This is an optimization exercise on Yosys and OpenROAD, whose aim is a short achievable clock period and few clock cycles, not a production implementation. RTL that was checked went through simulation tests only; none was proved equivalent to the original. Function not checked in runs 1 to 3 and 5: the RTL went through the layout flow alone. No activity file was given, so power comes from the tool's default toggle rates.

==> flow/design.v (outline; a module is shown in full before it is edited, if it fits) <==
// module x2: 3 lines
// module mj3: 3 lines
// module mul_pipe: 3523 lines
// module gcell: 4 lines
// module gcell_g: 3 lines
// module kx2: 3 lines
// module ks_add32: 302 lines
// module MIPS_Pipe: 279 lines
// module dff_r: 9 lines
// module dff: 7 lines
// module beq_cmp: 16 lines
// module eq32: 3 lines
// module late_sel: 7 lines
// module fwd3: 7 lines
// module fwd_slice: 13 lines
// module stall_calc: 13 lines
// module inc4: 16 lines
// module and2m: 3 lines
module MIPS_Pipe (
    input  clk, reset,
    input  [31:0] imem_rdata,
    input  [31:0] dmem_rdata,
    output [31:0] imem_addr,
    output [31:0] dmem_addr,
    output [31:0] dmem_wdata,
    output dmem_we
);
  // ...
==> flow/flow/run.sh <==
#!/bin/bash
set -euo pipefail
MARGIN=$(cat flow/setup_margin)
RES=orfs/results/${FLOW_PLATFORM}/MIPS_Pipe/base
bash standard.sh SETUP_SLACK_MARGIN="$MARGIN" 3_3_place_gp > flow_make_place.log 2>&1
openroad -no_init -exit -threads "${NUM_CORES:-8}" flow/move_out_regs.tcl > flow_move_out_regs.log 2>&1
bash standard.sh SETUP_SLACK_MARGIN="$MARGIN" > flow_make_rest.log 2>&1
==> flow/flow/move_out_regs.tcl <==
# Move each flip-flop that drives an output port's buffer next to that buffer.
set odb orfs/results/$::env(FLOW_PLATFORM)/MIPS_Pipe/base/3_3_place_gp.odb
read_db $odb
set block [ord::get_db_block]
set core [$block getCoreArea]
set cx [expr {([$core xMin] + [$core xMax]) / 2}]
set cy [expr {([$core yMin] + [$core yMax]) / 2}]
set moved 0
foreach bt [$block getBTerms] {
  if {[$bt getIoType] ne "OUTPUT"} { continue }
  set net [$bt getNet]
  set buf ""
  foreach it [$net getITerms] { if {[$it isOutputSignal]} { set buf [$it getInst] } }
  if {$buf eq ""} { continue }
  set innet ""
  foreach it [$buf getITerms] { if {[$it isInputSignal]} { set innet [$it getNet] } }
  if {$innet eq ""} { continue }
  set ff ""
  set nload 0
  foreach it [$innet getITerms] {
    if {[$it isOutputSignal]} { set ff [$it getInst] } else { incr nload }
  }
  if {$ff eq "" || $nload != 1} { continue }
  if {![string match "*df*" [[$ff getMaster] getName]]} { continue }
  set loc [$buf getLocation]
  set x [lindex $loc 0]
  set y [lindex $loc 1]
  # a few microns from the buffer, towards the core centre
  set dx [expr {$cx > $x ? 3000 : -3000}]
  set dy [expr {$cy > $y ? 3000 : -3000}]
  $ff setLocation [expr {$x + $dx}] [expr {$y + $dy}]
  $ff setPlacementStatus PLACED
  incr moved
  puts "moved [$ff getName] next to [$buf getName] for [$bt getName]"
}
puts "moved $moved flip-flops"
write_db $odb
==> flow/flow/setup_margin <==
8.5
==> flow/standard.sh <==
#!/bin/bash
# synth_recipe.tcl (not shown) runs the flow's synth.tcl, then flattens the netlist and writes it again
# the make line also repeats each setting of config.mk as NAME=value (left out here)
make -C /OpenROAD-flow-scripts/flow DESIGN_CONFIG=/design/flow/config.mk WORK_HOME=/design/flow/orfs CLKGATE_MAP_FILE= SYNTH_SCRIPT=/design/flow/synth_recipe.tcl "${@:-finish}"
==> flow/config.mk <==
export PLATFORM = sky130hd
export DESIGN_NAME = MIPS_Pipe
export DESIGN_NICKNAME = MIPS_Pipe
export VERILOG_FILES = /design/flow/design.v
export SDC_FILE = /design/flow/constraint.sdc
export NUM_CORES = 8
export LEC_CHECK = 0
export CAP_MARGIN = 20
export CORE_MARGIN = 2
export CORE_UTILIZATION = 42
export CTS_CLUSTER_DIAMETER = 60
export CTS_CLUSTER_SIZE = 20
export SLEW_MARGIN = 20
export SYNTH_HIERARCHICAL = 1
==> flow/constraint.sdc <==
create_clock -name core_clock -period 12.0 [get_ports {clk}]
set_input_delay 2.4000 -clock core_clock [delete_from_list [all_inputs] [get_ports {clk}]]
set_output_delay 2.4000 -clock core_clock [all_outputs]
set_load 0.01 [all_outputs]
==> out/results.tsv, run 1 <==
metric	value	unit
delay-heaviest family, CP	compound AO/OA/AOI/OAI gates	
Seq cells	2110	
critical path peak fanout	5	
IO Port Bufs	162	
Switch Pwr	6.34	mW
Leading cell kind	multi-input gates	
Metal-1 WL	175	mm
CP cell instances	buf_16 -> inv_8 -> ha_4 -> xor2_4 -> buf_12 -> mux4_2 -> a211oi_4 -> a311oi_2 -> nor3_2 -> a41oi_4 -> buf_12 -> a22o_1	
initial core utilization	42.2	%
clk_skew	0.106	ns
P_comb	4.81	mW
Nets	10188	
worst r2r path cells	18	
max reg flops	992	
Worst-Skew Late Latency	0.92	ns
outcome	timing/DRC/antenna clean	
Combinational Power Share	24.1	%
Mapped Cells	9686	
Max Clk Rate	239	MHz
first-pass GRT wire length	634	mm
Worst-Margin Slew	1.27	ns
CP arrival	4.78	ns
Seq area share	39.7	%
Post-DP Area	129000	µm²
n_taps	3900	
Leak	60.9	nW
post_cts resized	1157	
Total Routed Length	457	mm
FF-to-FF setup slack	8.04	ns
largest power group	sequential cells	
area of the multi-input gates	67700	µm²
Worst path most repeated cell	buf_12	
non-clk buf share	5.47	%
CP Capture Type	flip-flop	
Syn-to-layout area delta	17.0	%
WP depth	12	
worst path required time	12.59	ns
worst r2r src	dst_w[4]	
Placed Instances	13456	
M3 GR Usage	5.88	%
CTS max path bufs	4	
==> run 2: changes to the inputs <==
--- a/flow/config.mk
+++ b/flow/config.mk
@@ -7,7 +7,7 @@
 export LEC_CHECK = 0
 export CAP_MARGIN = 20
 export CORE_MARGIN = 2
-export CORE_UTILIZATION = 42
+export CORE_UTILIZATION = 50
 export CTS_CLUSTER_DIAMETER = 60
 export CTS_CLUSTER_SIZE = 20
 export SLEW_MARGIN = 20
==> run 2 against run 1 <==
- critical path depth shrank 5
- combinational power shrank 2%
- sequential cell count did not move
- utilization up 8.5 points
- clock-buffer cell count is 11 lower
- via count decreased by 0.37%
- largest cell class unchanged
- register-to-register slack got worse by 0.17 ns
- die area shrank 16%
==> out/results.tsv, run 2 <==
metric	value	unit	change
DR iter-0 viols	10460		was 10080
CP Launch Type	input pin		unchanged
First-pass DRT Iterations	8		was 11
Hold Crit Endpoint	upd_idx[2]		was upd_tag[1]
die area	250000	µm²	was 297000 µm²
Min-Delay Startpoint	bpc_e[2]		was bpc_e[5]
worst r2r path cells	16		was 18
Mapped Cells	9686		unchanged
critical path peak fanout	47		was 5
setup_tns	0	ns	unchanged
P per Cell Area	139	nW/µm²	about the same
worst path required time	12.64	ns	was 12.59 ns
share of layout cells above drive strength 1	30.2	%	was 31.0%
Final Wtd Congestion	0.998		was 0.961
Min-Delay Path Depth	0		unchanged
Register Area	57000	µm²	about the same
Ports	163		unchanged
first-pass GRT wire length	629	mm	was 634 mm
max cap viols	0		unchanged
Setup CP Type	input pin to flip-flop		unchanged
antenna violations before repair	38		was 45
Tmin final	4.15	ns	was 4.19 ns
CTS tree	built		unchanged
Leak	60.3	nW	was 60.9 nW
Max VDD drop	0.139	mV	was 0.131 mV
Final Hold Fails	0		unchanged
die span in x	500	µm	was 545 µm
Worst-Margin Slew	1.10	ns	was 1.27 ns
Row Count	182		was 198
Final Max Tran Viols	0		unchanged
Post-DRT Antenna Nets	0		unchanged
reg2reg end	addr_out.q[9]		was addr_out.q[8]
Largest stage delay, worst path	0.49	ns	was 0.54 ns
largest reg by FF count	rf		unchanged
number of hold buffers added after CTS	0		unchanged
worst r2r src	instr_d[25]		was dst_w[4]
Worst path most repeated cell	mux4_2		was buf_12
Worst-Skew Late Latency	0.91	ns	was 0.92 ns
CTS sink cnt	2110		unchanged
CTS max path bufs	3		was 4
Total Routed Length	454	mm	was 457 mm
fin util	57.9	%	was 49.4%
WP depth	7		was 12
Max Clk Rate	241	MHz	was 239 MHz
CTS root buf	clkbuf_16		unchanged
CP arrival	4.79	ns	was 4.78 ns
Avg Vias per Cell	6.42		was 6.10
final setup vio count	0		unchanged
Ys Warns	11		unchanged
max reg flops	992		unchanged
DRC	0		unchanged
FF-to-FF setup slack	7.87	ns	was 8.04 ns
final total power	19.7	mW	was 19.9 mW
Reg clk slew, reported paths	0.08	ns	about the same
Largest regs	rf (992), btb_tgt (160), btb_tag (96)		unchanged
Nets	10112		was 10188
Syn-to-layout area delta	15.5	%	was 17.0%
initial core utilization	50.1	%	was 42.2%
commonest cells after routing, fill and taps aside	edfxtp_1, xor2_1, and2_1, mux4_2, a21o_1		unchanged
area of the multi-input gates	67700	µm²	about the same
core area	245000	µm²	was 291000 µm²
period utilization	34.6	%	was 34.9%
GRT Total Usage	35.3	%	was 29.9%
pin count of the biggest net entering global routing	97		was 83
via count	85942		was 86257
htree depth	4		unchanged
Cell Area, Synth	123000	µm²	unchanged
height of the die	500	µm	was 545 µm
syn avg cell area	12.7	µm²	unchanged
commonest non-fill, non-tap cell in the layout	edfxtp_1		unchanged
vias in the first global route	84236		was 85482
outcome	timing/DRC/antenna clean		unchanged
CP Capture Type	flip-flop		unchanged
Slew HR	26.5	%	was 14.2%
Final HPWL DP	298	mm	was 296 mm
remaining global-route overflow	0		unchanged
CP cell instances	buf_8 -> buf_6 -> mux4_2 -> mux4_2 -> mux2i_1 -> nor2_1 -> a22o_1		was buf_16 -> inv_8 -> ha_4 -> xor2_4 -> buf_12 -> mux4_2 -> a211oi_4 -> a311oi_2 -> nor3_2 -> a41oi_4 -> buf_12 -> a22o_1
filler cell count	19677		was 25126
worst hold-check path type	flip-flop to flip-flop		unchanged
IO Port Bufs	162		unchanged
clk_skew	0.0838	ns	was 0.106 ns
CP bufs+invs	2		was 4
Num CTS Buffers	167		was 177
RSZ-0062 raised after global routing	true		unchanged
delay-heaviest family, CP	multiplexers		was compound AO/OA/AOI/OAI gates
Critical Path Slowest Stage Cell	buf_6		was mux4_2
drt wl/cell	33.9	µm	was 32.3 µm
==> run 2: repair_timing <==
item                                     CTS  global route
resized for setup                       1168           470
setup buffers                            120           128
gates cloned                              27            14
pin swaps                                 80           135
endpoints found under the setup margin   685           512
endpoints found under the hold margin      0             0
==> run 2: worst max path at each step <==
| stage | start | end | slack [ns] |
|---|---|---|---|
| 2_1_floorplan | imem_rdata[21] | base10_d[3] | 7.03 |
| 3_5_place_dp | reset | pc_out.q[30] | 5.06 |
| 4_1_cts | imem_rdata[21] | base10_d[8] | 7.98 |
| 3_3_place_gp | reset | pc_f[30] | 5.14 |
| 5_1_grt | instr_d[24] | addr_out.q[9] | 7.75 |
| 6_report | imem_rdata[22] | base10_d[8] | 7.85 |
==> run 2: metrics by stage <==
stage                     setup WS [ns]  cell area, µm²  std cells  hold WS, ns
after floorplan                    7.03          123000       9698        0.310
after global placement             5.14          128000      12771        0.314
after detailed placement           5.06          128000      12774        0.312
after CTS                          7.98          138000      13224        0.333
after global routing               7.75          142000      13369        0.342
final                              7.85          142000      13382        0.331
==> run 2: layout make-up <==
| cell class | instances | share of cell area [%] |
|---|---|---|
| Antenna cell | 16 | 0.0282 |
| Clock buffer | 195 | 3.08 |
| Clock inverter | 108 | 1.09 |
| Inverter | 73 | 0.203 |
| Multi-Input combinational cell | 7012 | 47.7 |
| Sequential cell | 2110 | 40.2 |
| Tap cell | 3220 | 2.84 |
| Timing Repair Buffer | 647 | 4.90 |
| Timing Repair inverter | 1 | 0.00353 |
==> run 2: layer usage <==
layer	track usage (%)	wire length (µm)
met1	47.1	179000
met2	56.0	209000
met4	15.0	22500
met5	0	49
met3	7.41	43100
==> run 2: where the power goes <==
group | internal (mW) | switching (mW) | leakage (nW)
combinational | 2.11 | 2.62 | 37.8
clock | 2.97 | 3.04 | 2.83
sequential | 8.25 | 0.715 | 19.6
==> module MIPS_Pipe, before the edit <==
module MIPS_Pipe (
    input  clk, reset,
    input  [31:0] imem_rdata,
    input  [31:0] dmem_rdata,
    output [31:0] imem_addr,
    output [31:0] dmem_addr,
    output [31:0] dmem_wdata,
    output dmem_we
);
genvar k;
reg  [31:0] pc_f;
wire [31:0] pc_in;
wire [31:0] pc_in_o;
dff #(.W(32)) pc_out (.clk(clk), .d(pc_in_o), .q(imem_addr));
reg z, boot;
always @(posedge clk) z <= ~reset;
always @(posedge clk or negedge reset)
    if (!reset) boot <= 1'b1;
    else boot <= 1'b0;
wire fetch_ok = ~boot | z;
reg        btb_v   [0:15];
reg  [5:0] btb_tag [0:15];
reg  [9:0] btb_tgt [0:15];
reg        upd_v, upd_t;
reg  [3:0] upd_idx;
reg  [5:0] upd_tag;
reg  [9:0] upd_tgt;
wire [3:0]  f_idx  = pc_f[5:2];
wire        j_f    = (imem_rdata[31:26] == 6'b000010);
wire        f_hit  = btb_v[f_idx] & (btb_tag[f_idx] == pc_f[11:6]);
wire [31:0] pcp4_f;
inc4 inc_f (.a(pc_f), .y(pcp4_f));
wire [31:0] jt_f   = {pcp4_f[31:28], imem_rdata[25:0], 2'b00};
wire [9:0]  btgt_f = btb_tgt[f_idx];
wire [31:0] pred_f = f_hit ? {pc_f[31:12], btgt_f, 2'b00} : pcp4_f;
wire        predt_f = f_hit & ~j_f;
wire [29:0] immp1_f = {{14{imem_rdata[15]}}, imem_rdata[15:0]} + 30'd1;
wire [31:0] immx_f  = {immp1_f, 2'b00};
wire [5:0]  op_f  = imem_rdata[31:26];
wire [5:0]  fn_f  = imem_rdata[5:0];
wire is_r_f    = (op_f == 6'b000000);
wire is_addi_f = (op_f == 6'b001000);
wire is_lw_f   = (op_f == 6'b100011);
wire is_sw_f   = (op_f == 6'b101011);
wire is_beq_f  = (op_f == 6'b000100);
wire use_imm_f = is_addi_f | is_lw_f | is_sw_f;
wire [4:0] dst_f = is_r_f ? imem_rdata[15:11] : imem_rdata[20:16];
wire [18:0] dec_f = {
    is_r_f & (fn_f == 6'b011100),                        
    is_r_f & (fn_f == 6'b101010),                        
    is_r_f & (fn_f == 6'b100101),                        
    is_r_f & (fn_f == 6'b100100),                        
    is_r_f & (fn_f == 6'b100010),                        
    use_imm_f | (is_r_f & (fn_f == 6'b100000)),          
    dst_f,                                               
    (is_r_f | is_addi_f | is_lw_f) & (dst_f != 5'd0),    
    is_r_f | is_beq_f,                                   
    is_r_f | use_imm_f | is_beq_f,                       
    use_imm_f,                                           
    is_beq_f,                                            
    is_sw_f,                                             
    is_lw_f,                                             
    predt_f & ~is_beq_f                                  
};
reg         valid_d;
reg  [31:0] instr_d, pc_d;
reg  [18:0] dec_d;
reg   [9:0] btgt_d;
reg         predt_d;
reg  [31:0] immx_d;
wire [31:0] pcp4_d;
inc4 inc_d (.a(pc_d), .y(pcp4_d));
wire [4:0]  rs_d  = instr_d[25:21];
wire [4:0]  rt_d  = instr_d[20:16];
wire [31:0] imm_d = {{16{instr_d[15]}}, instr_d[15:0]};
wire mul_d     = dec_d[18];
wire slt_d     = dec_d[17];
wire or_d      = dec_d[16];
wire and_d     = dec_d[15];
wire sub_d     = dec_d[14];
wire add_d     = dec_d[13];
wire [4:0] dst_d = dec_d[12:8];
wire wr_d      = dec_d[7];
wire uses_rt_d = dec_d[6];
wire uses_rs_d = dec_d[5];
wire use_imm_d = dec_d[4];
wire is_beq_d  = dec_d[3];
wire is_sw_d   = dec_d[2];
wire is_lw_d   = dec_d[1];
wire fix_d     = dec_d[0];
reg        wr_e, lw_e, mul_e, sw_e;
reg  [4:0] dst_e;
reg        wr_m, lw_m, mul_m;
reg  [4:0] dst_m;
reg        wr_w;
reg  [4:0] dst_w;
reg [31:0] res_m, res_w;
wire [31:0] mul_p;
wire [31:0] res_mc, res_wr;
wire [31:0] res_w_d = lw_m ? dmem_rdata : mul_m ? mul_p : res_m;
dff #(.W(32)) res_wr_u (.clk(clk), .d(res_w_d), .q(res_wr));
wire [31:0] wdata_w = res_wr;
reg [31:0] rf [1:31];
reg [31:1] rf_ok;
wire [31:0] rf_rs = (rs_d == 5'd0) ? 32'd0 :
                    (wr_w && dst_w == rs_d) ? wdata_w : (rf[rs_d] & {32{rf_ok[rs_d]}});
wire [31:0] rf_rt = (rt_d == 5'd0) ? 32'd0 :
                    (wr_w && dst_w == rt_d) ? wdata_w : (rf[rt_d] & {32{rf_ok[rt_d]}});
wire [4:0] rs_f = imem_rdata[25:21];
wire [9:0] base10_f = rf[rs_f][9:0] & {10{rf_ok[rs_f]}};
wire rs_e_hit = wr_e && dst_e == rs_d;
wire rt_e_hit = wr_e && dst_e == rt_d;
wire rs_m_hit = wr_m && dst_m == rs_d;
wire rt_m_hit = wr_m && dst_m == rt_d;
wire [2:0] stall_x;
generate for (k = 0; k < 3; k = k + 1) begin : stl
    stall_calc u (.valid(valid_d), .uses_rs(uses_rs_d), .uses_rt(uses_rt_d), .is_sw(is_sw_d),
        .rs(rs_d), .rt(rt_d), .wr_e(wr_e), .lw_e(lw_e), .mul_e(mul_e), .dst_e(dst_e),
        .stall(stall_x[k]));
end endgenerate
wire stall_pc = stall_x[0];
wire stall_dr = stall_x[1];
wire stall_d  = stall_x[2];
wire [31:0] bt_d;
wire bt_cout;
ks_add32 bt_add (.a(pc_d), .b(immx_d), .cin(1'b0), .s(bt_d), .cout(bt_cout));
wire redir_d  = valid_d & ~stall_d  & fix_d;
wire redir_pc = valid_d & ~stall_pc & fix_d;
wire hold_pc = stall_pc | ~fetch_ok | ~reset;
wire [31:0] pc_next_f = hold_pc ? pc_f : redir_pc ? pcp4_d : pred_f;
reg  [9:0] base10_d;
reg        el_e;
reg        wl_v;
reg  [4:0] wl_dst;
reg  [9:0] wl_val;
wire rs_w_hit  = wr_w && dst_w == rs_d;
wire rs_l_hit  = wl_v && wl_dst == rs_d;
wire [9:0] imm10 = instr_d[9:0];
wire [9:0] a10_m = res_m[9:0] + imm10;
wire [9:0] a10_w = res_w[9:0] + imm10;
wire [9:0] a10_l = wl_val + imm10;
wire [9:0] a10_r = base10_d + imm10;
wire [9:0] addr10_d = (rs_d == 5'd0) ? imm10 : rs_m_hit ? a10_m :
                      rs_w_hit ? a10_w : rs_l_hit ? a10_l : a10_r;
wire el_d = valid_d & is_lw_d & ~rs_e_hit & ~(rs_m_hit & (lw_m | mul_m)) & ~sw_e & ~lw_e;
wire [3:0] sel_next = {rs_e_hit, ~rs_e_hit & rs_m_hit,
                       ~use_imm_d & rt_e_hit, ~use_imm_d & ~rt_e_hit & rt_m_hit};
reg  [31:0] opa_e, opb_e, sd_e, bt_e, pcp4_e;
reg   [9:0] btgt_e;
reg  [19:0] pch_e;
reg         fa_m_e, fa_w_e, fb_m_e, fb_w_e, fs_m_e, fs_w_e, fs_l_e;
reg         add_e, sub_e, and_e, or_e, slt_e, beq_e, predt_e;
reg   [9:0] bpc_e;
wire [31:0] a_e, b_e, s_e;
generate for (k = 0; k < 4; k = k + 1) begin : fwd
    fwd_slice #(.W(8)) a (.clk(clk), .sm_d(sel_next[3]), .sw_d(sel_next[2]),
        .m(res_m[8*k+7:8*k]), .w(res_w[8*k+7:8*k]), .r(opa_e[8*k+7:8*k]), .y(a_e[8*k+7:8*k]));
    fwd_slice #(.W(8)) b (.clk(clk), .sm_d(sel_next[1]), .sw_d(sel_next[0]),
        .m(res_m[8*k+7:8*k]), .w(res_w[8*k+7:8*k]), .r(opb_e[8*k+7:8*k]), .y(b_e[8*k+7:8*k]));
end endgenerate
fwd3 fwd_s (.sm(fs_m_e), .sw(fs_w_e), .m(res_mc), .w(res_w), .r(sd_e),  .y(s_e));
wire [31:0] sum_e, diff_e;
wire        c_sum_e, c_diff_e;
ks_add32 add_u (.a(a_e), .b(b_e),  .cin(1'b0), .s(sum_e),  .cout(c_sum_e));
ks_add32 sub_u (.a(a_e), .b(~b_e), .cin(1'b1), .s(diff_e), .cout(c_diff_e));
wire        lt_e   = ~c_diff_e;    
wire [31:0] alu_e  = ({32{add_e}} & sum_e) | ({32{sub_e}} & diff_e) |
                     ({32{and_e}} & (a_e & b_e)) | ({32{or_e}} & (a_e | b_e)) |
                     {31'd0, slt_e & lt_e} | ({32{el_e}} & dmem_rdata);
wire taken_e;
beq_cmp cmp_u (.res_m(res_mc), .res_w(res_w), .opa(opa_e), .opb(opb_e),
               .fa_m(fa_m_e), .fa_w(fa_w_e), .fb_m(fb_m_e), .fb_w(fb_w_e),
               .taken(taken_e));
wire tmatch_e = (pch_e == bt_e[31:12]) & (btgt_e == bt_e[11:2]);
wire redir_t = beq_e & ~(predt_e & tmatch_e);    
wire redir_n = beq_e & predt_e;                  
wire [31:0] pc_t0 = redir_t ? bt_e   : pc_next_f;
wire [31:0] pc_n0 = redir_n ? pcp4_e : pc_next_f;
wire j_ok = j_f & ~hold_pc & ~redir_pc;
wire [31:0] pc_t, pc_n;
late_sel #(.W(32)) jsel_t (.s(j_ok & ~redir_t), .x1(jt_f), .x0(pc_t0), .y(pc_t));
late_sel #(.W(32)) jsel_n (.s(j_ok & ~redir_n), .x1(jt_f), .x0(pc_n0), .y(pc_n));
wire vd = stall_d ? valid_d : ~redir_d;
wire b0 = stall_d | ~valid_d;
wire valid_d_next, bubble_d;
late_sel #(.W(34)) tsel_u (.s(taken_e),
    .x1({pc_t, ~redir_t & vd, redir_t | b0}),
    .x0({pc_n, ~redir_n & vd, redir_n | b0}),
    .y({pc_in, valid_d_next, bubble_d}));
late_sel #(.W(32)) tsel_o (.s(taken_e), .x1(pc_t), .x0(pc_n), .y(pc_in_o));
mul_pipe mul_u (.clk(clk), .res_m(res_mc), .res_w(res_w),
                .opa(opa_e), .opb(opb_e), .sel_d(sel_next), .p(mul_p));
reg  [31:0] sd_m;
reg         we_m;
dff #(.W(32)) addr_out (.clk(clk), .d(el_d ? {22'd0, addr10_d} : alu_e), .q(dmem_addr));
dff #(.W(32)) res_mc_u (.clk(clk), .d(alu_e),   .q(res_mc));
assign dmem_wdata = sd_m;
assign dmem_we    = we_m;
integer i;
always @(posedge clk or negedge reset) begin
    if (!reset) begin
        pc_f <= 32'd0;
        valid_d <= 1'b0;
        predt_d <= 1'b0;
        wr_e <= 1'b0; lw_e <= 1'b0; mul_e <= 1'b0; dst_e <= 5'd0; el_e <= 1'b0;
        sw_e <= 1'b0; beq_e <= 1'b0; predt_e <= 1'b0;
        wr_m <= 1'b0; lw_m <= 1'b0; mul_m <= 1'b0; dst_m <= 5'd0; we_m <= 1'b0;
        wr_w <= 1'b0; dst_w <= 5'd0;
        for (i = 0; i < 16; i = i + 1) btb_v[i] <= 1'b0;
        upd_v <= 1'b0;
        rf_ok <= 31'd0;
        wl_v  <= 1'b0;
    end else begin
        pc_f    <= pc_in;
        valid_d <= valid_d_next & fetch_ok;
        if (!stall_dr) predt_d <= predt_f;
        wr_e  <= wr_d & ~bubble_d;
        lw_e  <= is_lw_d & ~el_d & ~bubble_d;
        el_e  <= el_d & ~bubble_d;
        mul_e <= mul_d & ~bubble_d;
        sw_e  <= is_sw_d & ~bubble_d;
        beq_e <= is_beq_d & ~bubble_d;
        dst_e <= dst_d;
        predt_e <= predt_d;
        wr_m  <= wr_e;
        lw_m  <= lw_e;
        mul_m <= mul_e;
        dst_m <= dst_e;
        we_m  <= sw_e;
        wr_w  <= wr_m;
        dst_w <= dst_m;
        if (wr_w) rf_ok[dst_w] <= 1'b1;
        wl_v  <= wr_w;
        upd_v  <= redir_n | (beq_e & taken_e);
        if (upd_v) btb_v[upd_idx] <= upd_t;
    end
end
always @(posedge clk) begin
    base10_d <= stall_dr ? (rs_w_hit ? wdata_w[9:0] : rs_l_hit ? wl_val : base10_d) : base10_f;
    wl_dst   <= dst_w;
    wl_val   <= wdata_w[9:0];
    if (!stall_dr) begin
        instr_d <= imem_rdata;
        dec_d   <= dec_f;
        pc_d    <= pc_f;
        btgt_d  <= btgt_f;
        immx_d  <= immx_f;
    end
    add_e <= add_d & ~el_d;
    sub_e <= sub_d;
    and_e <= and_d;
    or_e  <= or_d;
    slt_e <= slt_d;
    {fa_m_e, fa_w_e, fb_m_e, fb_w_e} <= sel_next;
    fs_m_e <= rt_e_hit & ~lw_e;
    fs_w_e <= ~rt_e_hit & rt_m_hit;
    fs_l_e <= rt_e_hit & lw_e;
    opa_e  <= rf_rs;
    opb_e  <= use_imm_d ? imm_d : rf_rt;
    sd_e   <= rf_rt;
    bt_e   <= bt_d;
    pcp4_e <= pcp4_d;
    btgt_e <= btgt_d;
    pch_e  <= pc_d[31:12];
    bpc_e  <= pc_d[11:2];
    res_m  <= alu_e;
    if (wr_w) rf[dst_w] <= wdata_w;
    sd_m   <= fs_l_e ? dmem_rdata : s_e;
    res_w  <= res_w_d;
    upd_idx  <= bpc_e[3:0];
    upd_tag  <= bpc_e[9:4];
    upd_tgt  <= bt_e[11:2];
    upd_t    <= taken_e;
    if (upd_v) begin
        btb_tag[upd_idx] <= upd_tag;
        btb_tgt[upd_idx] <= upd_tgt;
    end
end
endmodule
==> run 3: changes to the inputs <==
--- a/flow/design.v
+++ b/flow/design.v
@@ -3868,11 +3868,21 @@
 reg  [9:0] upd_tgt;
 wire [3:0]  f_idx  = pc_f[5:2];
 wire        j_f    = (imem_rdata[31:26] == 6'b000010);
-wire        f_hit  = btb_v[f_idx] & (btb_tag[f_idx] == pc_f[11:6]);
+wire        f_hit;
+wire [9:0]  btgt_f;
+wire [15:0] btb_vv;
+wire [95:0] btb_tags;
+wire [159:0] btb_tgts;
+generate for (k = 0; k < 16; k = k + 1) begin : btbw
+    assign btb_vv[k] = btb_v[k];
+    assign btb_tags[6*k+5:6*k] = btb_tag[k];
+    assign btb_tgts[10*k+9:10*k] = btb_tgt[k];
+end endgenerate
+btb_lookup btb_lk (.pc(pc_f[11:2]), .v(btb_vv), .tags(btb_tags), .tgts(btb_tgts),
+                   .hit(f_hit), .tgt(btgt_f));
 wire [31:0] pcp4_f;
 inc4 inc_f (.a(pc_f), .y(pcp4_f));
 wire [31:0] jt_f   = {pcp4_f[31:28], imem_rdata[25:0], 2'b00};
-wire [9:0]  btgt_f = btb_tgt[f_idx];
 wire [31:0] pred_f = f_hit ? {pc_f[31:12], btgt_f, 2'b00} : pcp4_f;
 wire        predt_f = f_hit & ~j_f;
 wire [29:0] immp1_f = {{14{imem_rdata[15]}}, imem_rdata[15:0]} + 30'd1;
@@ -3948,7 +3958,14 @@
 wire [31:0] rf_rt = (rt_d == 5'd0) ? 32'd0 :
                     (wr_w && dst_w == rt_d) ? wdata_w : (rf[rt_d] & {32{rf_ok[rt_d]}});
 wire [4:0] rs_f = imem_rdata[25:21];
-wire [9:0] base10_f = rf[rs_f][9:0] & {10{rf_ok[rs_f]}};
+wire [31:1] rs_f_hot;
+wire [309:0] rf_lo10;
+generate for (k = 1; k < 32; k = k + 1) begin : rflo
+    assign rf_lo10[10*(k-1)+9:10*(k-1)] = rf[k][9:0];
+end endgenerate
+dec5 rs_f_dec (.a(rs_f), .y(rs_f_hot));
+wire [9:0] base10_f;
+rd10 rs_f_rd (.sel(rs_f_hot & rf_ok), .d(rf_lo10), .y(base10_f));
 wire rs_e_hit = wr_e && dst_e == rs_d;
 wire rt_e_hit = wr_e && dst_e == rt_d;
 wire rs_m_hit = wr_m && dst_m == rs_d;
@@ -3977,10 +3994,11 @@
 wire rs_w_hit  = wr_w && dst_w == rs_d;
 wire rs_l_hit  = wl_v && wl_dst == rs_d;
 wire [9:0] imm10 = instr_d[9:0];
-wire [9:0] a10_m = res_m[9:0] + imm10;
-wire [9:0] a10_w = res_w[9:0] + imm10;
-wire [9:0] a10_l = wl_val + imm10;
-wire [9:0] a10_r = base10_d + imm10;
+wire [9:0] a10_m, a10_w, a10_l, a10_r;
+add10 ad_m (.a(res_m[9:0]), .b(imm10), .y(a10_m));
+add10 ad_w (.a(res_w[9:0]), .b(imm10), .y(a10_w));
+add10 ad_l (.a(wl_val),     .b(imm10), .y(a10_l));
+add10 ad_r (.a(base10_d),   .b(imm10), .y(a10_r));
 wire [9:0] addr10_d = (rs_d == 5'd0) ? imm10 : rs_m_hit ? a10_m :
                       rs_w_hit ? a10_w : rs_l_hit ? a10_l : a10_r;
 wire el_d = valid_d & is_lw_d & ~rs_e_hit & ~(rs_m_hit & (lw_m | mul_m)) & ~sw_e & ~lw_e;
@@ -4212,3 +4230,51 @@
 module and2m (input a, b, output y);
 assign y = a & b;
 endmodule
+module btb_lookup (
+    input [9:0] pc,
+    input [15:0] v,
+    input [95:0] tags,
+    input [159:0] tgts,
+    output hit,
+    output [9:0] tgt
+);
+wire [15:0] m;
+genvar i;
+generate for (i = 0; i < 16; i = i + 1) begin : e
+    btb_match #(.I(i)) u (.pc(pc), .v(v[i]), .tag(tags[6*i+5:6*i]), .m(m[i]));
+end endgenerate
+assign hit = |m;
+reg [9:0] t;
+integer j;
+always @(*) begin
+    t = 10'd0;
+    for (j = 0; j < 16; j = j + 1) t = t | ({10{m[j]}} & tgts[10*j +: 10]);
+end
+assign tgt = t;
+endmodule
+module btb_match #(parameter I = 0) (
+    input [9:0] pc,
+    input v,
+    input [5:0] tag,
+    output m
+);
+assign m = v & (pc[9:4] == tag) & (pc[3:0] == I);
+endmodule
+module add10 (input [9:0] a, b, output [9:0] y);
+assign y = a + b;
+endmodule
+module dec5 (input [4:0] a, output [31:1] y);
+genvar i;
+generate for (i = 1; i < 32; i = i + 1) begin : d
+    assign y[i] = (a == i);
+end endgenerate
+endmodule
+module rd10 (input [31:1] sel, input [309:0] d, output [9:0] y);
+reg [9:0] t;
+integer i;
+always @(*) begin
+    t = 10'd0;
+    for (i = 1; i < 32; i = i + 1) t = t | ({10{sel[i]}} & d[10*(i-1) +: 10]);
+end
+assign y = t;
+endmodule
==> run 3 against run 2 <==
- area after synthesis increased by 2.1%
- first-iteration DRC count increased by 22%
- wire length increased by 14%
- still clean
==> out/results.tsv, run 3 <==
metric	value	unit	change
GRT Total Usage	38.7	%	was 35.3%
clk_skew	0.0683	ns	was 0.0838 ns
drt wl/cell	35.1	µm	was 33.9 µm
max cap viols	0		unchanged
commonest cells after routing, fill and taps aside	edfxtp_1, xor2_1, and2_1, mux2i_1, nand2_1		was edfxtp_1, xor2_1, and2_1, mux4_2, a21o_1
dpl ws	6.05	ns	was 5.06 ns
pin count of the biggest net entering global routing	127		was 97
Leak	63.5	nW	was 60.3 nW
setup ws final	8.20	ns	was 7.85 ns
reg2reg end	pc_out.q[11]		was addr_out.q[9]
CP bufs+invs	1		was 2
critical path peak fanout	1		was 47
Max VDD drop	0.160	mV	was 0.139 mV
syn avg cell area	11.4	µm²	was 12.7 µm²
remaining global-route overflow	0		unchanged
Final HPWL DP	338	mm	was 298 mm
number of hold buffers added after CTS	0		unchanged
Slew HR	21.5	%	was 26.5%
initial core utilization	50.4	%	was 50.1%
Row Count	183		was 182
vias in the first global route	91826		was 84236
Reg power frac	45.4	%	was 45.5%
htree depth	4		unchanged
Post-DRT Antenna Nets	0		unchanged
outcome	timing/DRC/antenna clean		unchanged
Ys Warns	13		was 11
P per Cell Area	135	nW/µm²	was 139 nW/µm²
CP Launch Type	flip-flop		was input pin
First-pass DRT Iterations	9		was 8
height of the die	505	µm	was 500 µm
worst r2r path cells	18		was 16
Final Hold Fails	0		unchanged
via count	96289		was 85942
clock share of power	31.5	%	was 30.5%
Combinational Power Share	23.1	%	was 24.0%
Final Max Tran Viols	0		unchanged
Critical Path Slowest Stage Cell	dfrtp_1		was buf_6
Min-Delay Path Depth	0		unchanged
CP arrival	1.40	ns	was 4.79 ns
sw frac	33.2	%	was 32.3%
Largest regs	rf (1024), btb_tgt (160), btb_tag (96)		was rf (992), btb_tgt (160), btb_tag (96)
die area	255000	µm²	was 250000 µm²
CTS root buf	clkbuf_16		unchanged
Tmin final	3.80	ns	was 4.15 ns
commonest non-fill, non-tap cell in the layout	edfxtp_1		unchanged
share of layout cells above drive strength 1	23.4	%	was 30.2%
max reg flops	1024		was 992
final setup vio count	0		unchanged
Avg Vias per Cell	6.51		was 6.42
largest reg by FF count	rf		unchanged
internal power	13.1	mW	was 13.3 mW
worst path required time	9.60	ns	was 12.64 ns
DRC	0		unchanged
CTS sink cnt	2142		was 2110
CTS tree	built		unchanged
Ports	163		unchanged
Total Routed Length	519	mm	was 454 mm
Cell Area, Synth	125000	µm²	was 123000 µm²
antenna violations before repair	43		was 38
Num CTS Buffers	174		was 167
Switch Pwr	6.50	mW	was 6.38 mW
CP cell instances	buf_2		was buf_8 -> buf_6 -> mux4_2 -> mux4_2 -> mux2i_1 -> nor2_1 -> a22o_1
fin area	145000	µm²	was 142000 µm²
Nets	11426		was 10112
IO Port Bufs	162		unchanged
Max Clk Rate	263	MHz	was 241 MHz
Worst-Skew Late Latency	0.89	ns	was 0.91 ns
Largest stage delay, worst path	0.38	ns	was 0.49 ns
Mapped Cells	10963		was 9686
Setup CP Type	flip-flop to output port		was input pin to flip-flop
Reg clk slew, reported paths	0.07	ns	was 0.08 ns
core area	249000	µm²	was 245000 µm²
worst r2r src	pc_f[9]		was instr_d[25]
Syn-to-layout area delta	15.5	%	about the same
first-pass GRT wire length	705	mm	was 629 mm
worst hold-check path type	flip-flop to flip-flop		unchanged
Post-DP Area	131000	µm²	was 128000 µm²
CP Capture Type	output port		was flip-flop
FF-to-FF setup slack	8.21	ns	was 7.87 ns
DR iter-0 viols	12740		was 10460
Min-Delay Startpoint	bpc_e[5]		was bpc_e[2]
die span in x	505	µm	was 500 µm
setup_tns	0	ns	unchanged
delay-heaviest family, CP	flip-flops		was multiplexers
Final Wtd Congestion	0.979		was 0.998
Hold Crit Endpoint	upd_tag[1]		was upd_idx[2]
CTS max path bufs	3		unchanged
Worst-Margin Slew	1.18	ns	was 1.10 ns
RSZ-0062 raised after global routing	true		unchanged
period utilization	31.6	%	was 34.6%
run 3: repair_timing:
| action | 4_1_cts | 5_1_grt |
|---|---|---|
| gates resized for setup | 1146 | 637 |
| setup buffers | 142 | 149 |
| gates cloned | 22 | 23 |
| hold endpoints to repair | 0 | 0 |
| pin swaps | 110 | 208 |
| endpoints found under the setup margin | 653 | 447 |
run 3: worst max-delay path by stage:
stage / startpoint / to / slack [ns] / depth (start not counted)
global placement: reset / pc_f[14] / 6.27 / 7
floorplan: imem_rdata[25] / base10_d[0] / 7.77 / 10
global route: pc_f[9] / pc_out.q[11] / 8.14 / 18
detailed placement: reset / pc_out.q[22] / 6.05 / 7
CTS: we_m / dmem_we / 8.17 / 1
finish: we_m / dmem_we / 8.20 / 1
run 3: power groups by stage:
stage | Clock (mW) | Sequential [mW] | Combinational (mW)
after floorplan | 0 | 8.77 | 2.44
after detailed placement | 0 | 9.01 | 3.91
after global routing | 6.46 | 8.90 | 4.73
after global placement | 0 | 9.05 | 3.83
final | 6.15 | 8.88 | 4.53
after CTS | 6.20 | 8.85 | 4.12
run 3: per-layer routing:
metal / vias up / track usage, % / part of all wire (%)
met5: - / 0 / 0.023
met4: 18 / 19.8 / 6.3
met3: 1411 / 8.47 / 10
met2: 5890 / 58.8 / 44
met1: 48281 / 51.9 / 40
li1: 40689 / - / -
run 3: cell type report:
type	count	area [µm²]
diodes	20	50.0
clock buffers	199	4570
clock inverters	117	1440
fillers	20591	104000
inverters	108	422
multi-input cells	8177	69200
flip-flops and latches	2142	57900
well taps	3330	4170
repair buffers	693	7210
run 3: per-stage QoR:
stage | std cells | utilization (%) | power [mW] | hold WS [ns]
final | 14786 | 58.2 | 19.6 | 0.330
after global routing | 14772 | 58.2 | 20.1 | 0.337
after CTS | 14593 | 56.3 | 19.2 | 0.331
after detailed placement | 14113 | 52.5 | 12.9 | 0.312
after global placement | 14111 | 52.5 | 12.9 | 0.312
after floorplan | 10975 | - | 11.2 | 0.310
==> run 4: changes to the inputs <==
--- a/flow/design.v
+++ b/flow/design.v
@@ -3957,15 +3957,6 @@
                     (wr_w && dst_w == rs_d) ? wdata_w : (rf[rs_d] & {32{rf_ok[rs_d]}});
 wire [31:0] rf_rt = (rt_d == 5'd0) ? 32'd0 :
                     (wr_w && dst_w == rt_d) ? wdata_w : (rf[rt_d] & {32{rf_ok[rt_d]}});
-wire [4:0] rs_f = imem_rdata[25:21];
-wire [31:1] rs_f_hot;
-wire [309:0] rf_lo10;
-generate for (k = 1; k < 32; k = k + 1) begin : rflo
-    assign rf_lo10[10*(k-1)+9:10*(k-1)] = rf[k][9:0];
-end endgenerate
-dec5 rs_f_dec (.a(rs_f), .y(rs_f_hot));
-wire [9:0] base10_f;
-rd10 rs_f_rd (.sel(rs_f_hot & rf_ok), .d(rf_lo10), .y(base10_f));
 wire rs_e_hit = wr_e && dst_e == rs_d;
 wire rt_e_hit = wr_e && dst_e == rt_d;
 wire rs_m_hit = wr_m && dst_m == rs_d;
@@ -3986,7 +3977,6 @@
 wire redir_pc = valid_d & ~stall_pc & fix_d;
 wire hold_pc = stall_pc | ~fetch_ok | ~reset;
 wire [31:0] pc_next_f = hold_pc ? pc_f : redir_pc ? pcp4_d : pred_f;
-reg  [9:0] base10_d;
 reg        el_e;
 reg        wl_v;
 reg  [4:0] wl_dst;
@@ -3994,14 +3984,14 @@
 wire rs_w_hit  = wr_w && dst_w == rs_d;
 wire rs_l_hit  = wl_v && wl_dst == rs_d;
 wire [9:0] imm10 = instr_d[9:0];
-wire [9:0] a10_m, a10_w, a10_l, a10_r;
+wire [9:0] a10_m, a10_w, a10_l;
 add10 ad_m (.a(res_m[9:0]), .b(imm10), .y(a10_m));
 add10 ad_w (.a(res_w[9:0]), .b(imm10), .y(a10_w));
 add10 ad_l (.a(wl_val),     .b(imm10), .y(a10_l));
-add10 ad_r (.a(base10_d),   .b(imm10), .y(a10_r));
 wire [9:0] addr10_d = (rs_d == 5'd0) ? imm10 : rs_m_hit ? a10_m :
-                      rs_w_hit ? a10_w : rs_l_hit ? a10_l : a10_r;
-wire el_d = valid_d & is_lw_d & ~rs_e_hit & ~(rs_m_hit & (lw_m | mul_m)) & ~sw_e & ~lw_e;
+                      rs_w_hit ? a10_w : a10_l;
+wire el_d = valid_d & is_lw_d & ~rs_e_hit & ~(rs_m_hit & (lw_m | mul_m)) & ~sw_e & ~lw_e &
+            ((rs_d == 5'd0) | rs_m_hit | rs_w_hit | rs_l_hit);
 wire [3:0] sel_next = {rs_e_hit, ~rs_e_hit & rs_m_hit,
                        ~use_imm_d & rt_e_hit, ~use_imm_d & ~rt_e_hit & rt_m_hit};
 reg  [31:0] opa_e, opb_e, sd_e, bt_e, pcp4_e;
@@ -4095,7 +4085,6 @@
     end
 end
 always @(posedge clk) begin
-    base10_d <= stall_dr ? (rs_w_hit ? wdata_w[9:0] : rs_l_hit ? wl_val : base10_d) : base10_f;
     wl_dst   <= dst_w;
     wl_val   <= wdata_w[9:0];
     if (!stall_dr) begin
@@ -4263,18 +4252,3 @@
 module add10 (input [9:0] a, b, output [9:0] y);
 assign y = a + b;
 endmodule
-module dec5 (input [4:0] a, output [31:1] y);
-genvar i;
-generate for (i = 1; i < 32; i = i + 1) begin : d
-    assign y[i] = (a == i);
-end endgenerate
-endmodule
-module rd10 (input [31:1] sel, input [309:0] d, output [9:0] y);
-reg [9:0] t;
-integer i;
-always @(*) begin
-    t = 10'd0;
-    for (i = 1; i < 32; i = i + 1) t = t | ({10{sel[i]}} & d[10*(i-1) +: 10]);
-end
-assign y = t;
-endmodule
==> run 4 against run 3 <==
- largest power group unchanged
- critical path type unchanged
- register-to-register slack improved by 0.09 ns
- area after synthesis fell by 4.0%
- sequential cell count decreased by 42
- via count decreased by 11%
- non-clock buffer count up 31
- setup slack improved by 0.015 ns
- utilization up 0.49 points
- combinational power shrank 4.4%
- synthesized cell count is 9.6% lower
- cell area fell by 2.8%
- still clean
==> out/results.tsv, run 4 <==
metric	value	unit	change
Row Count	180		was 183
Final Wtd Congestion	0.989		was 0.979
fin util	58.7	%	was 58.2%
max cap viols	0		unchanged
Cell Area, Synth	120000	µm²	was 125000 µm²
Ports	163		unchanged
clock share of power	31.6	%	was 31.5%
delay-heaviest family, CP	flip-flops		unchanged
Mapped Cells	9916		was 10963
initial core utilization	50.1	%	was 50.4%
pin count of the biggest net entering global routing	66		was 127
First-pass DRT Iterations	8		was 9
height of the die	495	µm	was 505 µm
Total Routed Length	437	mm	was 519 mm
Final Max Tran Viols	0		unchanged
CP arrival	1.38	ns	was 1.40 ns
period utilization	31.5	%	was 31.6%
max reg flops	992		was 1024
filler cell count	19505		was 20591
Switch Pwr	6.16	mW	was 6.50 mW
core area	240000	µm²	was 249000 µm²
worst path required time	9.60	ns	about the same
Register Area	56700	µm²	was 57900 µm²
reg2reg end	pc_out.q[31]		was pc_out.q[11]
CTS sink cnt	2100		was 2142
Combinational Power Share	22.7	%	was 23.1%
Max Clk Rate	264	MHz	was 263 MHz
largest reg by FF count	rf		unchanged
area of the multi-input gates	66200	µm²	was 69200 µm²
Reg power frac	45.8	%	was 45.4%
share of layout cells above drive strength 1	28.5	%	was 23.4%
DR iter-0 viols	9606		was 12740
internal power	13.0	mW	was 13.1 mW
metal3 WL	34.5	mm	was 53.2 mm
final setup vio count	0		unchanged
Placed Instances	13000		was 14113
die span in x	495	µm	was 505 µm
first-pass GRT wire length	607	mm	was 705 mm
Worst-Margin Slew	1.15	ns	was 1.18 ns
GRT Total Usage	34.4	%	was 38.7%
Max VDD drop	0.178	mV	was 0.160 mV
antenna violations before repair	34		was 43
Nets	10472		was 11426
Final Hold Fails	0		unchanged
worst r2r path cells	19		was 18
Syn-to-layout area delta	17.0	%	was 15.5%
Largest regs	rf (992), btb_tgt (160), btb_tag (96)		was rf (1024), btb_tgt (160), btb_tag (96)
Metal-1 WL	172	mm	was 207 mm
Largest stage delay, worst path	0.38	ns	about the same
worst r2r src	pc_f[7]		was pc_f[9]
worst setup path startpoint	we_m		unchanged
CTS tree	built		unchanged
CTS max path bufs	3		unchanged
CP cell instances	buf_2		unchanged
Ys Warns	12		was 13
Tmin final	3.78	ns	was 3.80 ns
via count	85711		was 96289
setup ws final	8.22	ns	was 8.20 ns
FF-to-FF setup slack	8.30	ns	was 8.21 ns
sw frac	32.2	%	was 33.2%
Hold Slack	0.332	ns	was 0.330 ns
WP depth	1		unchanged
commonest non-fill, non-tap cell in the layout	xor2_1		was edfxtp_1
CP Launch Type	flip-flop		unchanged
Reg clk slew, reported paths	0.08	ns	was 0.07 ns
CP Capture Type	output port		unchanged
Post-DRT Antenna Nets	0		unchanged
Num CTS Buffers	165		was 174
Setup CP Type	flip-flop to output port		unchanged
drt wl/cell	31.9	µm	was 35.1 µm
CTS root buf	clkbuf_16		unchanged
DR top layer	met5		unchanged
commonest cells after routing, fill and taps aside	xor2_1, edfxtp_1, and2_1, a21o_1, nand2_1		was edfxtp_1, xor2_1, and2_1, mux2i_1, nand2_1
vias in the first global route	84197		was 91826
CP bufs+invs	1		unchanged
Leak	61.1	nW	was 63.5 nW
P per Cell Area	136	nW/µm²	was 135 nW/µm²
IO Port Bufs	162		unchanged
Cell Count, Final, Fillers Out	13700		was 14786
Final HPWL DP	289	mm	was 338 mm
worst hold-check path type	flip-flop to flip-flop		unchanged
remaining global-route overflow	0		unchanged
Slew HR	22.0	%	was 21.5%
die area	245000	µm²	was 255000 µm²
Avg Vias per Cell	6.26		was 6.51
CP endpoint	dmem_we		unchanged
critical path peak fanout	1		unchanged
htree depth	4		unchanged
outcome	timing/DRC/antenna clean		unchanged
Critical Path Slowest Stage Cell	dfrtp_1		unchanged
RSZ-0062 raised after global routing	true		unchanged
setup_tns	0	ns	unchanged
dpl ws	6.01	ns	was 6.05 ns
syn avg cell area	12.1	µm²	was 11.4 µm²
met2 wire length	204	mm	was 226 mm
clk_skew	0.0698	ns	was 0.0683 ns
DRC	0		unchanged
Worst-Skew Late Latency	0.88	ns	was 0.89 ns
run 4: worst min path at each step:
stage	startpoint	to	slack, ns	cells after the start
2_1_floorplan	bpc_e[0]	upd_idx[0]	0.31	0
3_3_place_gp	bpc_e[1]	upd_idx[1]	0.31	0
3_5_place_dp	bpc_e[5]	upd_tag[1]	0.31	0
4_1_cts	bpc_e[7]	upd_tag[3]	0.33	0
5_1_grt	bpc_e[6]	upd_tag[2]	0.34	0
6_report	bpc_e[5]	upd_tag[1]	0.33	0
run 4: power by group through the flow:
stage	Clock (mW)	Sequential, mW	Combinational [mW]
finish	6.03	8.75	4.33
global route	6.34	8.77	4.55
CTS	6.08	8.72	3.94
detailed placement	0	8.91	3.59
global placement	0	8.94	3.54
floorplan	0	8.59	2.32
run 4: through the flow:
step,instance area (µm²),power (mW)
after floorplan,121000,10.9
final,141000,19.1
after global routing,141000,19.7
after CTS,136000,18.7
after global placement,126000,12.5
after detailed placement,126000,12.5
run 4: final cells by class:
cell class              count  area share (%)
diodes                     23          0.0409
well taps                3185            2.83
clock buffers             191            3.06
flip-flops and latches   2100            40.3
repair buffers            724            5.36
inverters                  96           0.275
clock inverters           115            1.13
multi-input cells        7266            47.0
run 4: routing by layer:
metal	global-route usage (%)	vias up
met4	17.4	14
met5	0	-
met2	55.8	4064
li1	-	36992
met3	5.06	958
met1	45.1	43683
run 4: what timing repair did:
action	CTS	global route
resized for setup	1169	684
pin swaps	121	239
setup buffers	157	174
endpoints found under the setup margin	432	358
cloned	17	21
hold buffers	0	0
Testbench counts of run 4, summed over its fixed seeds: cycles 114,082.
==> run 5: changes to the inputs <==
--- a/flow/design.v
+++ b/flow/design.v
@@ -3883,7 +3883,7 @@
 wire [31:0] pcp4_f;
 inc4 inc_f (.a(pc_f), .y(pcp4_f));
 wire [31:0] jt_f   = {pcp4_f[31:28], imem_rdata[25:0], 2'b00};
-wire [31:0] pred_f = f_hit ? {pc_f[31:12], btgt_f, 2'b00} : pcp4_f;
+wire [31:0] btb_pc_f = {pc_f[31:12], btgt_f, 2'b00};
 wire        predt_f = f_hit & ~j_f;
 wire [29:0] immp1_f = {{14{imem_rdata[15]}}, imem_rdata[15:0]} + 30'd1;
 wire [31:0] immx_f  = {immp1_f, 2'b00};
@@ -3957,6 +3957,15 @@
                     (wr_w && dst_w == rs_d) ? wdata_w : (rf[rs_d] & {32{rf_ok[rs_d]}});
 wire [31:0] rf_rt = (rt_d == 5'd0) ? 32'd0 :
                     (wr_w && dst_w == rt_d) ? wdata_w : (rf[rt_d] & {32{rf_ok[rt_d]}});
+wire [4:0] rs_f = imem_rdata[25:21];
+wire [31:1] rs_f_hot;
+wire [309:0] rf_lo10;
+generate for (k = 1; k < 32; k = k + 1) begin : rflo
+    assign rf_lo10[10*(k-1)+9:10*(k-1)] = rf[k][9:0];
+end endgenerate
+dec5 rs_f_dec (.a(rs_f), .y(rs_f_hot));
+wire [9:0] base10_f;
+rd10 rs_f_rd (.sel(rs_f_hot & rf_ok), .d(rf_lo10), .y(base10_f));
 wire rs_e_hit = wr_e && dst_e == rs_d;
 wire rt_e_hit = wr_e && dst_e == rt_d;
 wire rs_m_hit = wr_m && dst_m == rs_d;
@@ -3976,7 +3985,12 @@
 wire redir_d  = valid_d & ~stall_d  & fix_d;
 wire redir_pc = valid_d & ~stall_pc & fix_d;
 wire hold_pc = stall_pc | ~fetch_ok | ~reset;
-wire [31:0] pc_next_f = hold_pc ? pc_f : redir_pc ? pcp4_d : pred_f;
+wire s_hold = hold_pc;
+wire s_rd   = ~hold_pc & redir_pc;
+wire s_j    = ~hold_pc & ~redir_pc & j_f;
+wire s_b    = ~hold_pc & ~redir_pc & ~j_f & f_hit;
+wire s_p    = ~hold_pc & ~redir_pc & ~j_f & ~f_hit;
+reg  [9:0] base10_d;
 reg        el_e;
 reg        wl_v;
 reg  [4:0] wl_dst;
@@ -3984,14 +3998,14 @@
 wire rs_w_hit  = wr_w && dst_w == rs_d;
 wire rs_l_hit  = wl_v && wl_dst == rs_d;
 wire [9:0] imm10 = instr_d[9:0];
-wire [9:0] a10_m, a10_w, a10_l;
+wire [9:0] a10_m, a10_w, a10_l, a10_r;
 add10 ad_m (.a(res_m[9:0]), .b(imm10), .y(a10_m));
 add10 ad_w (.a(res_w[9:0]), .b(imm10), .y(a10_w));
 add10 ad_l (.a(wl_val),     .b(imm10), .y(a10_l));
+add10 ad_r (.a(base10_d),   .b(imm10), .y(a10_r));
 wire [9:0] addr10_d = (rs_d == 5'd0) ? imm10 : rs_m_hit ? a10_m :
-                      rs_w_hit ? a10_w : a10_l;
-wire el_d = valid_d & is_lw_d & ~rs_e_hit & ~(rs_m_hit & (lw_m | mul_m)) & ~sw_e & ~lw_e &
-            ((rs_d == 5'd0) | rs_m_hit | rs_w_hit | rs_l_hit);
+                      rs_w_hit ? a10_w : rs_l_hit ? a10_l : a10_r;
+wire el_d = valid_d & is_lw_d & ~rs_e_hit & ~(rs_m_hit & (lw_m | mul_m)) & ~sw_e & ~lw_e;
 wire [3:0] sel_next = {rs_e_hit, ~rs_e_hit & rs_m_hit,
                        ~use_imm_d & rt_e_hit, ~use_imm_d & ~rt_e_hit & rt_m_hit};
 reg  [31:0] opa_e, opb_e, sd_e, bt_e, pcp4_e;
@@ -4023,12 +4037,11 @@
 wire tmatch_e = (pch_e == bt_e[31:12]) & (btgt_e == bt_e[11:2]);
 wire redir_t = beq_e & ~(predt_e & tmatch_e);    
 wire redir_n = beq_e & predt_e;                  
-wire [31:0] pc_t0 = redir_t ? bt_e   : pc_next_f;
-wire [31:0] pc_n0 = redir_n ? pcp4_e : pc_next_f;
-wire j_ok = j_f & ~hold_pc & ~redir_pc;
 wire [31:0] pc_t, pc_n;
-late_sel #(.W(32)) jsel_t (.s(j_ok & ~redir_t), .x1(jt_f), .x0(pc_t0), .y(pc_t));
-late_sel #(.W(32)) jsel_n (.s(j_ok & ~redir_n), .x1(jt_f), .x0(pc_n0), .y(pc_n));
+ao7 pcsel_t (.s({redir_t, {5{~redir_t}} & {s_hold, s_rd, s_j, s_b, s_p}}),
+             .x6(bt_e), .x5(pc_f), .x4(pcp4_d), .x3(jt_f), .x2(btb_pc_f), .x1(pcp4_f), .y(pc_t));
+ao7 pcsel_n (.s({redir_n, {5{~redir_n}} & {s_hold, s_rd, s_j, s_b, s_p}}),
+             .x6(pcp4_e), .x5(pc_f), .x4(pcp4_d), .x3(jt_f), .x2(btb_pc_f), .x1(pcp4_f), .y(pc_n));
 wire vd = stall_d ? valid_d : ~redir_d;
 wire b0 = stall_d | ~valid_d;
 wire valid_d_next, bubble_d;
@@ -4085,6 +4098,7 @@
     end
 end
 always @(posedge clk) begin
+    base10_d <= stall_dr ? (rs_w_hit ? wdata_w[9:0] : rs_l_hit ? wl_val : base10_d) : base10_f;
     wl_dst   <= dst_w;
     wl_val   <= wdata_w[9:0];
     if (!stall_dr) begin
@@ -4252,3 +4266,26 @@
 module add10 (input [9:0] a, b, output [9:0] y);
 assign y = a + b;
 endmodule
+module dec5 (input [4:0] a, output [31:1] y);
+genvar i;
+generate for (i = 1; i < 32; i = i + 1) begin : d
+    assign y[i] = (a == i);
+end endgenerate
+endmodule
+module rd10 (input [31:1] sel, input [309:0] d, output [9:0] y);
+reg [9:0] t;
+integer i;
+always @(*) begin
+    t = 10'd0;
+    for (i = 1; i < 32; i = i + 1) t = t | ({10{sel[i]}} & d[10*(i-1) +: 10]);
+end
+assign y = t;
+endmodule
+module ao7 (
+    input [5:0] s,
+    input [31:0] x6, x5, x4, x3, x2, x1,
+    output [31:0] y
+);
+assign y = ({32{s[5]}} & x6) | ({32{s[4]}} & x5) | ({32{s[3]}} & x4) |
+           ({32{s[2]}} & x3) | ({32{s[1]}} & x2) | ({32{s[0]}} & x1);
+endmodule
==> run 5 against run 4 <==
- still clean on timing, DRC and antenna
- area after synthesis is 3.0% higher
- hold slack improved by 0.00089 ns
- largest power group unchanged
- critical endpoint is now base10_d[0]
- critical path type is now input pin to flip-flop
- highest routed layer unchanged
- setup slack worse by 0.11 ns
==> out/results.tsv, run 5 <==
metric	value	unit	change
outcome	timing/DRC/antenna clean		unchanged
Post-DRT Antenna Nets	0		unchanged
Final Wtd Congestion	0.980		was 0.989
CP Launch Type	input pin		was flip-flop
internal power	12.7	mW	was 13.0 mW
CP cell instances	buf_6 -> buf_8 -> buf_4 -> nand3b_1 -> buf_6 -> nor2_2 -> and2_4 -> a22oi_2 -> nand4_1 -> or4_1 -> nor2_1 -> a31oi_1		was buf_2
CTS max path bufs	3		unchanged
worst path required time	12.59	ns	was 9.60 ns
max reg flops	1024		was 992
Max VDD drop	0.152	mV	was 0.178 mV
Setup CP Type	input pin to flip-flop		was flip-flop to output port
final total power	18.6	mW	was 19.1 mW
Placed Instances	13682		was 13000
critical path peak fanout	5		was 1
Reg power frac	48.4	%	was 45.8%
Num CTS Buffers	171		was 165
CTS tree	built		unchanged
IO Port Bufs	162		unchanged
worst hold-check path type	flip-flop to flip-flop		unchanged
period utilization	32.5	%	was 31.5%
Syn-to-layout area delta	14.9	%	was 17.0%
Cell Area, Synth	124000	µm²	was 120000 µm²
number of hold buffers added after CTS	0		unchanged
first-pass GRT wire length	691	mm	was 607 mm
Largest stage delay, worst path	0.56	ns	was 0.38 ns
clock share of power	33.3	%	was 31.6%
P per Cell Area	131	nW/µm²	was 136 nW/µm²
Critical Path Slowest Stage Cell	or4_1		was dfrtp_1
commonest cells after routing, fill and taps aside	edfxtp_1, xor2_1, and2_1, mux2i_1, a21o_1		was xor2_1, edfxtp_1, and2_1, a21o_1, nand2_1
Tmin final	3.89	ns	was 3.78 ns
DRC	0		unchanged
Worst-Margin Slew	1.19	ns	was 1.15 ns
Nets	10966		was 10472
Ports	163		unchanged
share of layout cells above drive strength 1	24.4	%	was 28.5%
drt wl/cell	35.3	µm	was 31.9 µm
RSZ-0062 raised after global routing	true		unchanged
Final Hold Fails	0		unchanged
Switch Pwr	5.90	mW	was 6.16 mW
max cap viols	0		unchanged
Largest regs	rf (1024), btb_tgt (160), btb_tag (96)		was rf (992), btb_tgt (160), btb_tag (96)
Leak	62.7	nW	was 61.1 nW
Total Routed Length	505	mm	was 437 mm
clk_skew	0.0823	ns	was 0.0698 ns
htree depth	4		unchanged
setup_tns	0	ns	unchanged
Mapped Cells	10519		was 9916
Final HPWL DP	331	mm	was 289 mm
CP Capture Type	flip-flop		was output port
GRT Total Usage	38.7	%	was 34.4%
Row Count	182		was 180
Avg Vias per Cell	6.57		was 6.26
height of the die	502	µm	was 495 µm
filler cell count	20366		was 19505
Max Clk Rate	257	MHz	was 264 MHz
Hold Slack	0.333	ns	was 0.332 ns
Worst path most repeated cell	buf_6		
CP arrival	4.49	ns	was 1.38 ns
initial core utilization	50.3	%	was 50.1%
Slew HR	20.9	%	was 22.0%
dpl ws	6.27	ns	was 6.01 ns
Combinational Power Share	18.3	%	was 22.7%
Reg clk slew, reported paths	0.08	ns	about the same
antenna violations before repair	42		was 34
commonest non-fill, non-tap cell in the layout	edfxtp_1		was xor2_1
syn avg cell area	11.8	µm²	was 12.1 µm²
CTS sink cnt	2142		was 2100
pin count of the biggest net entering global routing	95		was 66
Ys Warns	13		was 12
sw frac	31.7	%	was 32.2%
Worst-Skew Late Latency	0.89	ns	was 0.88 ns
DR iter-0 viols	11789		was 9606
vias in the first global route	90115		was 84197
First-pass DRT Iterations	6		was 8
setup ws final	8.11	ns	was 8.22 ns
largest reg by FF count	rf		unchanged
die span in x	502	µm	was 495 µm
core area	246000	µm²	was 240000 µm²
CTS root buf	clkbuf_16		unchanged
Final Max Tran Viols	0		unchanged
die area	252000	µm²	was 245000 µm²
final setup vio count	0		unchanged
remaining global-route overflow	0		unchanged
via count	94054		was 85711
Cell Count, Final, Fillers Out	14314		was 13700
[run 5: worst paths after layout]
path | from | endpoint | slack [ns] | depth (start not counted)
max in group asynchronous | reset | dst_w[0] | 9.35 | 2
min in group asynchronous | reset | pc_f[13] | 1.32 | 1
min reg2reg | bpc_e[9] | upd_tag[5] | 0.33 | 0
max | imem_rdata[22] | base10_d[0] | 8.11 | 12
min | bpc_e[9] | upd_tag[5] | 0.33 | 0
max reg2reg | bt_e[3] | pc_out.q[27] | 8.41 | 10
[run 5: layout make-up]
class,instances,area [µm²],share of cell area [%]
clock buffer,212,4610,3.23
inverter,87,338,0.237
sequential,2142,57900,40.6
multi-input combinational,7778,67600,47.4
clock inverter,106,1450,1.02
tap,3312,4140,2.91
antenna,20,50.0,0.0351
timing repair buffer,657,6460,4.53
[run 5: stage by stage]
| step | instance area, µm² | util [%] |
|---|---|---|
| 2_1_floorplan | 125000 | - |
| 3_3_place_gp | 130000 | 52.7 |
| 3_5_place_dp | 130000 | 52.7 |
| 4_1_cts | 139000 | 56.3 |
| 5_1_grt | 142000 | 57.8 |
| 6_report | 143000 | 57.8 |
[run 5: worst max-delay path, delay by kind of cell]
family | cells | cell delay, ns
AND/OR/NAND/NOR | 6 | 1.33
buffers and inverters | 4 | 0.52
AO/OA/AOI/OAI | 2 | 0.22
[run 5: timing repair]
item	CTS	global route
pin swaps	76	144
buffers inserted	108	149
endpoints found under the setup margin	648	380
gates resized for setup	1060	471
gates cloned	21	13
[run 5: power groups by stage]
stage,clock network [mW],registers (mW),logic [mW]
2_1_floorplan,0,8.86,1.92
3_3_place_gp,0,9.20,3.02
3_5_place_dp,0,9.14,3.10
4_1_cts,6.26,8.98,3.20
5_1_grt,6.52,9.03,3.54
6_report,6.20,9.00,3.40
[run 5: layer usage]
metal  vias to the layer above  part of all wire (%)  GRT usage, %
li1                      39598                     -             -
met1                     47686                    40          51.8
met2                      5622                    44          59.1
met3                      1130                    10          8.42
met4                        18                   6.2          19.6
met5                         -                 0.025             0

afterwards: timing with drivers on the ports:
Ports are ideal in the flow. The routed layouts listed here were re-timed in OpenROAD. Step 1: set_driving_cell puts a clkbuf_16 on clk and a buf_2 on each other input, an assumption about the parent block. Step 2 also shifts input and output timing later by t, the mid clock arrival at the registers, as if the neighbouring blocks saw the same clock. Slacks: ideal ports / drivers / drivers and shift; pairs: ideal ports / drivers.
run	shift t [ns]	setup slack, ns	clock arrival spread, ns	worst register clock-pin slew, ns	pins driven straight from the clock port
run 1	0.962	7.814 / 7.709 / 6.747	0.108 / 0.107	0.09 / 0.09	1
run 2	0.953	7.850 / 7.685 / 6.733	0.089 / 0.089	0.09 / 0.09	1
run 3	0.964	8.203 / 8.102 / 7.253	0.090 / 0.090	0.09 / 0.09	1
run 4	0.953	8.218 / 8.106 / 7.154	0.078 / 0.079	0.09 / 0.09	1
run 5	0.954	8.106 / 8.113 / 7.185	0.090 / 0.090	0.09 / 0.09	1
After both steps setup and hold are still met in every run listed. For run 2, which loses most, drivers alone change the setup slack by -0.165 ns; drivers and shift together by -1.117 ns.
